From an optimization exercise on the open Yosys and OpenROAD flow, aimed at small area and a short achievable clock period; shortcuts taken in it are not production practice.
In this exercise RTL edits were held to simulation tests only and were not proved equivalent to the original.
No activity file was given, so power comes from the tool's default toggle rates.

// Vr_HW2
module Vr_HW2(CLK, RST, IMEM_ADDR, IMEM_DATA, DMEM_ADDR, DMEM_RE, DMEM_WE, DMEM_WDATA, DMEM_RDATA);
Settings: LEC_CHECK=0, CAP_MARGIN=20, CORE_MARGIN=2, CORE_UTILIZATION=55, CTS_CLUSTER_DIAMETER=100, CTS_CLUSTER_SIZE=20, SLEW_MARGIN=20, SYNTH_HIERARCHICAL=1; clock period 25.0 ns.
standard.sh (not shown) runs the stock make flow with config.mk's settings and CLKGATE_MAP_FILE= SYNTH_SCRIPT=/design/flow/synth_recipe.tcl, a recipe that flattens the netlist after the stock synthesis.
==> flow/flow/run.sh <==
#!/bin/bash
# The standard ORFS layout (standard.sh) with these changes:
#  - before floorplanning, flow/downsize.tcl sets combinational cells to
#    drive strength 1 (synthesis sizes each small module on its own);
#  - timing repair aims past the required slack (SETUP_SLACK_MARGIN) and may
#    change a cell's footprint;
#  - plain buffers (buf_2) on the ports.
# Each tool's log is under orfs/logs/; make's output is in flow_make.log.
set -euo pipefail
bash standard.sh MATCH_CELL_FOOTPRINT=0 SETUP_SLACK_MARGIN=12 TNS_END_PERCENT=0 \
  "PRE_FLOORPLAN_TCL=$PWD/flow/downsize.tcl" \
  "BUFFER_PORTS_ARGS=-buffer_cell sky130_fd_sc_hd__buf_2" finish > flow_make.log 2>&1
==> flow/flow/downsize.tcl <==
# Before floorplanning: set every combinational cell to its smallest drive
# strength (_1) of the same function; timing repair upsizes where needed.
set db [ord::get_db]
set n 0
foreach inst [[ord::get_db_block] getInsts] {
  set m [[$inst getMaster] getName]
  if { [regexp {^(sky130_fd_sc_hd__([a-z0-9]+))_([0-9]+)$} $m -> base fn sz] } {
    if { $sz > 1 && ![string match "*df*" $fn] && ![string match "*dl*" $fn] && ![string match "conb" $fn] } {
      set small [$db findMaster ${base}_1]
      if { $small != "NULL" } {
        $inst swapMaster $small
        incr n
      }
    }
  }
}
puts "downsize.tcl: set $n cells to drive strength 1"
The baseline passed the timing, DRC and antenna checks.
Next try:
CORE_UTILIZATION = 45   (was 55)
CTS_CLUSTER_DIAMETER = 60   (was 100)
CTS_CLUSTER_SIZE = 30   (was 20)
Via count rose by about 1.3%.
Register-to-register slack got worse by 0.62 ns.
Routed wire length rose by 6.9%.
Cell area rose by 2.5%.
Global-route usage fell by 5.1 points.
Total power rose by about 7.5%.
First-iteration DRC count rose by about 1.8%.
Count of clock-buffer cells in the layout rose by 16.
Next try:
--- a/flow/flow/run.sh
+++ b/flow/flow/run.sh
@@ -6,3 +6,3 @@
 #    change a cell's footprint;
-#  - plain buffers (buf_2) on the ports.
+#  - plain buffers (buf_1) on the ports.
 # Each tool's log is under orfs/logs/; make's output is in flow_make.log.
@@ -11,2 +11,2 @@
   "PRE_FLOORPLAN_TCL=$PWD/flow/downsize.tcl" \
-  "BUFFER_PORTS_ARGS=-buffer_cell sky130_fd_sc_hd__buf_2" finish > flow_make.log 2>&1
+  "BUFFER_PORTS_ARGS=-buffer_cell sky130_fd_sc_hd__buf_1" finish > flow_make.log 2>&1
CORE_UTILIZATION = 55   (was 45)
CTS_CLUSTER_DIAMETER = 100   (was 60)
CTS_CLUSTER_SIZE = 20   (was 30)
Effect:
- utilization came out higher by 8.6 points
- total power went down by 8.3%
- sequential power is about the same
- design area decreases by 5.0%
- die area drops by about 18%
- final cell count decreases by about 8%
Next try:
--- a/flow/flow/run.sh
+++ b/flow/flow/run.sh
@@ -6,3 +6,3 @@
 #    change a cell's footprint;
-#  - plain buffers (buf_1) on the ports.
+#  - plain buffers (buf_2) on the ports.
 # Each tool's log is under orfs/logs/; make's output is in flow_make.log.
@@ -11,2 +11,2 @@
   "PRE_FLOORPLAN_TCL=$PWD/flow/downsize.tcl" \
-  "BUFFER_PORTS_ARGS=-buffer_cell sky130_fd_sc_hd__buf_1" finish > flow_make.log 2>&1
+  "BUFFER_PORTS_ARGS=-buffer_cell sky130_fd_sc_hd__buf_2" finish > flow_make.log 2>&1
CTS_BUF_LIST = sky130_fd_sc_hd__clkbuf_8   (was not set)
CTS_CLUSTER_DIAMETER = 50   (was 100)
Effect: The changed run completed with no timing, DRC or antenna violations; routed wire length rose by 1.0%; register-to-register slack improves by 0.20 ns; flip-flop and latch count does not change; clock skew rose by 0.045 ns; global-route usage rose by 0.57 points; total power rose by 3.9%; combinational power rose by about 4%; worst hold slack improves by 0.0033 ns; critical path depth rose by 1.
Next try:
--- a/flow/flow/run.sh
+++ b/flow/flow/run.sh
@@ -6,3 +6,3 @@
 #    change a cell's footprint;
-#  - plain buffers (buf_2) on the ports.
+#  - plain buffers (buf_1) on the ports.
 # Each tool's log is under orfs/logs/; make's output is in flow_make.log.
@@ -11,2 +11,2 @@
   "PRE_FLOORPLAN_TCL=$PWD/flow/downsize.tcl" \
-  "BUFFER_PORTS_ARGS=-buffer_cell sky130_fd_sc_hd__buf_2" finish > flow_make.log 2>&1
+  "BUFFER_PORTS_ARGS=-buffer_cell sky130_fd_sc_hd__buf_1" finish > flow_make.log 2>&1
CORE_UTILIZATION = 60   (was 55)
CTS_BUF_LIST = not set   (was sky130_fd_sc_hd__clkbuf_8)
CTS_CLUSTER_DIAMETER = 100   (was 50)
Worst setup slack is better by 0.024 ns.
Routed wire length barely changes.
Final area came out lower by 1.3%.
Global-route usage came out higher by 3.0 points.
Clock power came out lower by about 20%.
Worst hold slack is worse by 0.0065 ns.

## separate check: timing with driven ports
No port has a modelled driver above. Below, the same layouts with a new extraction and two added sets of constraints.
Step 1, drivers: a clkbuf_16 drives CLK and a buf_2 each remaining input, both assumed.
Step 2 times the ports against the registers' clock, not the clock port: input delays grow and output delays shrink by t, the midpoint of the rising clock arrivals with the driver on.
Three values: ideal ports, drivers, drivers and shift; two values: the first two.
run	t (ns)	slack for setup (ns)	slew at the worst register clock pin (ns)	pins driven straight from the clock port
the first run	0.756	11.604 / 11.516 / 11.516	0.09 / 0.09	1
the second run	0.752	11.479 / 11.405 / 11.120	0.10 / 0.10	1
the third run	0.738	11.411 / 11.341 / 11.341	0.09 / 0.09	1
the fourth run	0.840	11.564 / 11.488 / 11.488	0.12 / 0.12	1
the fifth run	0.754	11.588 / 11.488 / 11.372	0.09 / 0.09	1
After both steps every run listed still meets setup and hold. The setup slack of the second run, which loses most, moves by -0.074 ns with the drivers and by -0.359 ns with both steps.
